This design comes from an exercise in tuning for small area, a short achievable clock period and few clock cycles on the open sky130 flow, not from production work. The RTL was checked by simulation tests, not by an equivalence proof against the original design. Power figures rest on the tool's default switching activity, not on a simulated workload.

## SimpleCPU
module SimpleCPU(clk, rst, data_fromRAM, wrEn, addr_toRAM, data_toRAM, pCounter);
parameter SIZE = 10;
input clk, rst;
input wire [15:0] data_fromRAM;
output reg wrEn;
output reg [SIZE-1:0] addr_toRAM;
output wire [15:0] data_toRAM;
output reg [SIZE-1:0] pCounter;
localparam S_D = 3'd0;    
localparam S_E = 3'd1;    
localparam S_F = 3'd2;    
localparam S_R = 3'd3;    
localparam S_M = 3'd4;    
reg [2:0]  state, stateNext;
reg [2:0]  op, opNext;
reg [15:0] W, WNext;
reg [9:0]  S4, S4Next;      
reg        pend, pendNext;  
reg [15:0] Mreg;
reg [15:0] acc;
reg [1:0]  cnt, cntNext;
reg [9:0]  pcNext;
reg        sD, sI, sP1, sP, s4;
reg        sDn, sIn, sP1n, sPn, s4n;
wire inD = (state == S_D);
wire inE = (state == S_E);
wire inM = (state == S_M);
wire inF = (state == S_F);
wire inR = (state == S_R);
wire [15:0] I     = data_fromRAM;
wire [2:0]  iop   = I[15:13];
wire        azero = (I[12:0] == 13'd0);
wire [9:0]  pc1   = pCounter + 10'd1;
wire        Wz    = (W == 16'd0);
assign data_toRAM = W;
wire [15:0] M = data_fromRAM;
wire        sh_zero = (|M[15:5]) | (M[4] & ~|M[3:0]);
wire [15:0] Wrev, sh_in, sh_out, sh_rev;
genvar g;
generate for (g = 0; g < 16; g = g + 1) begin : rv
  assign Wrev[g] = W[15-g];
  assign sh_rev[g] = sh_out[15-g];
end endgenerate
assign sh_in  = M[4] ? Wrev : W;
assign sh_out = sh_in >> M[3:0];
wire [15:0] srl_res = sh_zero ? 16'd0 : (M[4] ? sh_rev : sh_out);
reg [15:0] alu;
always @* begin
  case (op)
    3'd0: alu = W + M;
    3'd1: alu = ~(W & M);
    3'd2: alu = srl_res;
    3'd3: alu = {15'd0, W < M};
    default: alu = M;
  endcase
end
wire [15:0] accs  = {acc[11:0], 4'd0};   
reg         one_l, two_l, neg_l, one_h, two_h, neg_h;
wire [15:0] MregNext = inM ? {Mreg[11:0], 4'd0} : data_fromRAM;
wire [4:0]  nb       = MregNext[15:11];   
always @(posedge clk) begin
  one_l <= nb[1] ^ nb[0];
  two_l <= (nb[2] & ~nb[1] & ~nb[0]) | (~nb[2] & nb[1] & nb[0]);
  neg_l <= nb[2];
  one_h <= nb[3] ^ nb[2];
  two_h <= (nb[4] & ~nb[3] & ~nb[2]) | (~nb[4] & nb[3] & nb[2]);
  ...
export LEC_CHECK = 0
export ABC_AREA = 1
export CAP_MARGIN = 20
export CORE_MARGIN = 2
export CORE_UTILIZATION = 40
export CTS_BUF_LIST = sky130_fd_sc_hd__clkbuf_4 sky130_fd_sc_hd__clkbuf_8
export SETUP_SLACK_MARGIN = 3.1
export SLEW_MARGIN = 20
export SYNTH_HIERARCHICAL = 1
create_clock -name core_clock -period 7.0 [get_ports {clk}]
standard.sh (not shown) runs the stock make flow with config.mk's settings and CLKGATE_MAP_FILE= SYNTH_SCRIPT=/design/flow/synth_recipe.tcl, a recipe that flattens the netlist after the stock synthesis.
==> flow/flow/run.sh <==
#!/bin/bash
# The standard layout (the standard.sh), with two changes to how the
# resizer treats the port buffers: buffer_ports inserts buf_2 cells instead of
# its default delay-cell buffer, and sizing may swap a cell for one of another
# footprint, so that the port buffers can be sized for speed.
# Each tool's output goes to standard.log in this folder.
set -o pipefail
bash standard.sh MATCH_CELL_FOOTPRINT=0 "BUFFER_PORTS_ARGS=-buffer_cell sky130_fd_sc_hd__buf_2" finish > standard.log 2>&1
The baseline ran to the end with no violations.
Testbench counts at the start, summed over its fixed seeds: cycles 110,687.
==> next run, changes <==
--- a/flow/config.mk
+++ b/flow/config.mk
@@ -13 +13 @@
-export SETUP_SLACK_MARGIN = 3.1
+export SETUP_SLACK_MARGIN = 3.2
Worst setup slack gets better by 0.075 ns; combinational power stays flat; routed wire length is about the same; cell count does not change; power is about the same.
==> next run, changes <==
--- a/flow/config.mk
+++ b/flow/config.mk
@@ -13 +13 @@
-export SETUP_SLACK_MARGIN = 3.2
+export SETUP_SLACK_MARGIN = 3.5
Worst setup slack is better by 0.089 ns.
Maximum frequency grows by 2.4%.
Power grows by 0.98%.
==> next run, changes <==
--- a/flow/flow/run.sh
+++ b/flow/flow/run.sh
@@ -3 +3 @@
-# resizer treats the port buffers: buffer_ports inserts buf_2 cells instead of
+# resizer treats the port buffers: buffer_ports inserts buf_4 cells instead of
@@ -8 +8 @@
-bash standard.sh MATCH_CELL_FOOTPRINT=0 "BUFFER_PORTS_ARGS=-buffer_cell sky130_fd_sc_hd__buf_2" finish > standard.log 2>&1
+bash standard.sh MATCH_CELL_FOOTPRINT=0 "BUFFER_PORTS_ARGS=-buffer_cell sky130_fd_sc_hd__buf_4" finish > standard.log 2>&1
--- a/flow/config.mk
+++ b/flow/config.mk
@@ -13 +13 @@
-export SETUP_SLACK_MARGIN = 3.5
+export SETUP_SLACK_MARGIN = 3.3
After rerunning: Worst setup slack degrades by 0.030 ns. Routed wire length falls slightly. Sequential cell count is unchanged. Power increases slightly.

==> static timing again, ports no longer ideal <==
How much do the figures lean on ideal ports? The routed layouts below were timed once more, with nothing changed but the port constraints.
Step 1 assumes that a clkbuf_16 drives the clock port and a buf_2 every other input.
Step 2, shift: input delay + t, output delay - t, t = (earliest + latest rising clock arrival at the registers) / 2. This alone moves slack from input paths to output paths.
a / b / c = ideal ports / drivers / drivers and shift; a / b = the first two.
run | t, ns | setup WS [ns] | worst setup path after step 2 | slew at the worst register clock pin (ns) | cell pins on the clock port's net
the first run | 0.417 | 3.168 / 3.146 / 3.063 | input to register | 0.10 / 0.10 | 1
the second run | 0.412 | 3.243 / 3.224 / 3.162 | input to register | 0.09 / 0.09 | 1
the third run | 0.414 | 3.332 / 3.283 / 3.283 | input to output | 0.09 / 0.09 | 1
the fourth run | 0.423 | 3.302 / 3.264 / 3.154 | input to register | 0.11 / 0.11 | 1
After both steps every run listed still meets setup and hold. For the fourth run, which loses most, drivers alone change the setup slack by -0.038 ns; drivers and shift together by -0.148 ns.
